Context: an optimization exercise on an open-source flow, tuned for small area, a short achievable clock period and few clock cycles per item. The choices shown serve that exercise and are no tape-out recipe.
The RTL was checked by simulation tests, not by an equivalence proof against the original design.
Power is estimated from default activity; no workload was simulated.

==> flow/design.v (excerpt) <==
module IOTDF( clk, rst, in_en, iot_in, fn_sel, busy, valid, iot_out);
    input          clk;
    input          rst;
    input          in_en;
    input  [7:0]   iot_in;
    input  [2:0]   fn_sel;
    output         busy;
    output         valid;
    output [127:0] iot_out;
    reg  [3:0]   cnt;       
    reg  [7:0]   d0;        
    reg  [7:0]   d1;        
    reg  [11:0]  s;         
    reg          first;     
    reg          g_sel;     
    reg          f_sel;     
    reg          last;      
    reg          o_valid;
    reg  [127:0] o_data;
    assign busy    = 1'b0;
    assign valid   = o_valid;
    assign iot_out = o_data;
    wire start = (cnt == 4'd0);
    wire [5:0] fs = d0[7:2] ^ d0[5:0] ^ s[7:2];
    wire [5:0] fc = (d0[7:2] & d0[5:0]) | (d0[7:2] & s[7:2]) | (d0[5:0] & s[7:2]);
    wire [1:0] hs = d0[7:6] ^ s[9:8];
    wire [1:0] hc = d0[7:6] & s[9:8];
    wire [11:0] tp = {s[11:10], hs, fs, d0[1:0]};
    wire [11:0] tq = {1'b0, hc, fc, 1'b0, s[1:0]};
    wire [11:0] t   = tp + tq;
    wire [7:0]  fir = t[11:4];
    wire [4:0] us = d0[7:3] ^ d0[4:0] ^ d1[6:2];
    wire [4:0] uc = (d0[7:3] & d0[4:0]) | (d0[7:3] & d1[6:2]) | (d0[4:0] & d1[6:2]);
    wire       hus = d0[5] ^ d1[7];
    wire       huc = d0[5] & d1[7];
    wire [11:0] up = {1'b0, d0[7:6], hus, us, d0[2:0]};
  ...
==> flow/config.mk <==
export PLATFORM = sky130hd
export DESIGN_NAME = IOTDF
export DESIGN_NICKNAME = IOTDF
export VERILOG_FILES = /design/flow/design.v
export SDC_FILE = /design/flow/constraint.sdc
export NUM_CORES = 4
export LEC_CHECK = 0
export ABC_CLOCK_PERIOD_IN_PS = 2000
export CAP_MARGIN = 20
export CORE_AREA = 2.3 2.72 109.02 108.8
export DIE_AREA = 0 0 111.405 111.405
export SETUP_SLACK_MARGIN = 3.45
export SLEW_MARGIN = 20
==> flow/constraint.sdc <==
create_clock -name core_clock -period 5.5 [get_ports {clk}]
set_input_delay 1.1000 -clock core_clock [delete_from_list [all_inputs] [get_ports {clk}]]
set_output_delay 1.1000 -clock core_clock [all_outputs]
set_load 0.01 [all_outputs]
standard.sh (not shown) runs the stock make flow with config.mk's settings and CLKGATE_MAP_FILE= SYNTH_SCRIPT=/design/flow/synth_recipe.tcl, a recipe that flattens the netlist after the stock synthesis.
==> flow/flow/run.sh <==
#!/bin/bash
# The standard ORFS layout with two changes:
#  - synthesis maps all logic with ABC under a delay target (map -D) instead of
#    extracting full/half adder cells first (ADDER_MAP_FILE empty); sizing and
#    buffering are left to OpenROAD's repair steps;
#  - the port buffers are the smallest buffer, buf_1.
# Everything else (synthesis script, floorplan, placement, CTS, routing) is the
# standard flow. Each step's output goes to a log file in this folder.
set -euo pipefail
D=${ABC_D:-1400}
rm -rf scripts_synth
cp -r "$FLOW_HOME/scripts" scripts_synth
cat > scripts_synth/abc_speed.script <<EOS
strash
dch
map -D $D
topo
EOS
bash standard.sh SCRIPTS_DIR="$PWD/scripts_synth" ADDER_MAP_FILE= synth > synth.log 2>&1
bash standard.sh BUFFER_PORTS_ARGS="-buffer_cell sky130_fd_sc_hd__buf_1" CTS_ARGS="-sink_clustering_enable -repair_clock_nets -dont_use_dummy_load -sink_clustering_size 40 -sink_clustering_max_diameter 80 -root_buf sky130_fd_sc_hd__clkbuf_16 -buf_list {sky130_fd_sc_hd__clkbuf_4 sky130_fd_sc_hd__clkbuf_8}" finish > layout.log 2>&1
The baseline ran to the end with no violations.
Testbench counts at the start, summed over its fixed seeds: cycles 38,424, blocks 2,400.
Next try:
==> flow/flow/run.sh (replaced) <==
#!/bin/bash
# Standard ORFS layout, except that the port buffers the standard flow's flow inserts
# (one per input and output port) are the smallest buffer, buf_1.
set -euo pipefail
bash standard.sh BUFFER_PORTS_ARGS="-buffer_cell sky130_fd_sc_hd__buf_1" finish > standard.log 2>&1
CORE_AREA = unset   (was 2.3 2.72 109.02 108.8)
CORE_MARGIN = 2   (was unset)
CORE_UTILIZATION = 40   (was unset)
CTS_BUF_LIST = sky130_fd_sc_hd__clkbuf_4 sky130_fd_sc_hd__clkbuf_8   (was unset)
DIE_AREA = unset   (was 0 0 111.405 111.405)
SETUP_SLACK_MARGIN = 3.5   (was 3.45)
Result: Cell count shrinks by 9.6%; synthesized cell count shrinks by 24%; final area grows by 21%.
Next try:
==> flow/flow/run.sh (replaced) <==
#!/bin/bash
# The standard ORFS layout with three changes:
#  - synthesis maps all logic with ABC under a delay target (map -D) instead of
#    extracting full/half adder cells first (ADDER_MAP_FILE empty); sizing and
#    buffering are left to OpenROAD's repair steps;
#  - the port buffers are the smallest buffer, buf_1;
#  - CTS uses clkbuf_4/clkbuf_8 for the tree under a clkbuf_16 root and
#    inserts no dummy loads.
# Everything else (synthesis script, floorplan, placement, routing) is the
# standard flow. Each step's output goes to a log file in this folder.
set -euo pipefail
D=${ABC_D:-1400}
rm -rf scripts_synth
cp -r "$FLOW_HOME/scripts" scripts_synth
cat > scripts_synth/abc_speed.script <<EOS
strash
dch
map -D $D
topo
EOS
bash standard.sh SCRIPTS_DIR="$PWD/scripts_synth" ADDER_MAP_FILE= synth > synth.log 2>&1
bash standard.sh BUFFER_PORTS_ARGS="-buffer_cell sky130_fd_sc_hd__buf_1" CTS_ARGS="-sink_clustering_enable -repair_clock_nets -dont_use_dummy_load -sink_clustering_size 40 -sink_clustering_max_diameter 80 -root_buf sky130_fd_sc_hd__clkbuf_16 -buf_list {sky130_fd_sc_hd__clkbuf_4 sky130_fd_sc_hd__clkbuf_8}" finish > layout.log 2>&1
CORE_AREA = 2.3 2.72 117.66 117.46   (was unset)
CORE_MARGIN = unset   (was 2)
CORE_UTILIZATION = unset   (was 40)
CTS_BUF_LIST = unset   (was sky130_fd_sc_hd__clkbuf_4 sky130_fd_sc_hd__clkbuf_8)
DIE_AREA = 0 0 120.06 120.06   (was unset)
SETUP_SLACK_MARGIN = 3.45   (was 3.5)
Effect:
- area after synthesis is lower by 1.9%
- clock skew increases by 0.0058 ns
- worst setup slack improves by 0.27 ns
- hold slack gets worse by 0.024 ns
- total power fell by 23%
- maximum frequency climbs by 12%
Next try:
==> flow/flow/run.sh (replaced) <==
#!/bin/bash
# The standard ORFS layout with two changes:
#  - synthesis maps all logic with ABC under a delay target (map -D) instead of
#    extracting full/half adder cells first (ADDER_MAP_FILE empty); sizing and
#    buffering are left to OpenROAD's repair steps;
#  - the port buffers are the smallest buffer, buf_1.
# Everything else (synthesis script, floorplan, placement, CTS, routing) is the
# standard flow. Each step's output goes to a log file in this folder.
set -euo pipefail
D=${ABC_D:-1400}
rm -rf scripts_synth
cp -r "$FLOW_HOME/scripts" scripts_synth
cat > scripts_synth/abc_speed.script <<EOS
strash
dch
map -D $D
topo
EOS
bash standard.sh SCRIPTS_DIR="$PWD/scripts_synth" ADDER_MAP_FILE= synth > synth.log 2>&1
bash standard.sh BUFFER_PORTS_ARGS="-buffer_cell sky130_fd_sc_hd__buf_1" CTS_ARGS="-sink_clustering_enable -repair_clock_nets -dont_use_dummy_load -sink_clustering_size 40 -sink_clustering_max_diameter 80 -root_buf sky130_fd_sc_hd__clkbuf_16 -buf_list \"sky130_fd_sc_hd__clkbuf_4 sky130_fd_sc_hd__clkbuf_8\"" finish > layout.log 2>&1
CORE_AREA = unset   (was 2.3 2.72 117.66 117.46)
CORE_MARGIN = 2   (was unset)
CORE_UTILIZATION = 40   (was unset)
DIE_AREA = unset   (was 0 0 120.06 120.06)
SETUP_SLACK_MARGIN = 3.3   (was 3.45)
Result: With this change the flow never finished: it broke off in 4_1_cts. Synthesized cell count stays the same. Area after synthesis is unchanged.
Next try:
--- a/flow/flow/run.sh
+++ b/flow/flow/run.sh
@@ -20 +20 @@
-bash standard.sh BUFFER_PORTS_ARGS="-buffer_cell sky130_fd_sc_hd__buf_1" CTS_ARGS="-sink_clustering_enable -repair_clock_nets -dont_use_dummy_load -sink_clustering_size 40 -sink_clustering_max_diameter 80 -root_buf sky130_fd_sc_hd__clkbuf_16 -buf_list \"sky130_fd_sc_hd__clkbuf_4 sky130_fd_sc_hd__clkbuf_8\"" finish > layout.log 2>&1
+bash standard.sh BUFFER_PORTS_ARGS="-buffer_cell sky130_fd_sc_hd__buf_1" finish > layout.log 2>&1
SETUP_SLACK_MARGIN = 3.0   (was 3.3)
The changed run finished with timing, DRC and antenna clean.
Area after synthesis stays the same.
Synthesized cell count does not change.
Next try:
--- a/flow/flow/run.sh
+++ b/flow/flow/run.sh
@@ -2 +2 @@
-# The standard ORFS layout with two changes:
+# The standard ORFS layout with three changes:
@@ -6,2 +6,4 @@
-#  - the port buffers are the smallest buffer, buf_1.
-# Everything else (synthesis script, floorplan, placement, CTS, routing) is the
+#  - the port buffers are the smallest buffer, buf_1;
+#  - CTS uses clkbuf_4/clkbuf_8 for the tree under a clkbuf_16 root and
+#    inserts no dummy loads.
+# Everything else (synthesis script, floorplan, placement, routing) is the
@@ -20 +22 @@
-bash standard.sh BUFFER_PORTS_ARGS="-buffer_cell sky130_fd_sc_hd__buf_1" finish > layout.log 2>&1
+bash standard.sh BUFFER_PORTS_ARGS="-buffer_cell sky130_fd_sc_hd__buf_1" CTS_ARGS="-sink_clustering_enable -repair_clock_nets -dont_use_dummy_load -sink_clustering_size 40 -sink_clustering_max_diameter 80 -root_buf sky130_fd_sc_hd__clkbuf_16 -buf_list {sky130_fd_sc_hd__clkbuf_4 sky130_fd_sc_hd__clkbuf_8}" finish > layout.log 2>&1
CORE_AREA = 2.3 2.72 92.82 92.62   (was unset)
CORE_MARGIN = unset   (was 2)
CORE_UTILIZATION = unset   (was 40)
DIE_AREA = 0 0 95.22 95.22   (was unset)
SETUP_SLACK_MARGIN = 3.45   (was 3.0)
Total power decreases by 16%.
Sequential power is about the same.
Clock-buffer cell count does not change.
Cell count fell by 2.8%.
Clock power went down by 49%.

afterwards: timing with drivers on the ports:
The results above use ideal ports. As a check the final layouts listed here were re-extracted and re-timed, cells and wires unchanged.
Step 1 assumes that a clkbuf_16 drives the clock port and a buf_2 every other input.
Step 2 moves the port delays by t, midway between the first and last clock arrival at a register: inputs arrive t later, outputs are due t later. That takes back most of the time a late clock gives input paths.
Slacks: no drivers / after step 1 / after step 2; pairs: no drivers / after step 1.
run | t (ns) | setup slack, ns | worst setup path at the end | cell pins on the clock port's net
the first run | 0.387 | 3.499 / 3.471 / 3.499 | register to register | 1
the second run | 0.469 | 3.043 / 3.043 / 3.043 | register to register | 1
the third run | 0.394 | 3.315 / 3.315 / 3.315 | register to register | 1
the fifth run | 0.455 | 3.081 / 3.081 / 3.081 | register to register | 1
the sixth run | 0.392 | 3.325 / 3.325 / 3.325 | register to register | 1
After both steps every run listed still meets setup and hold.
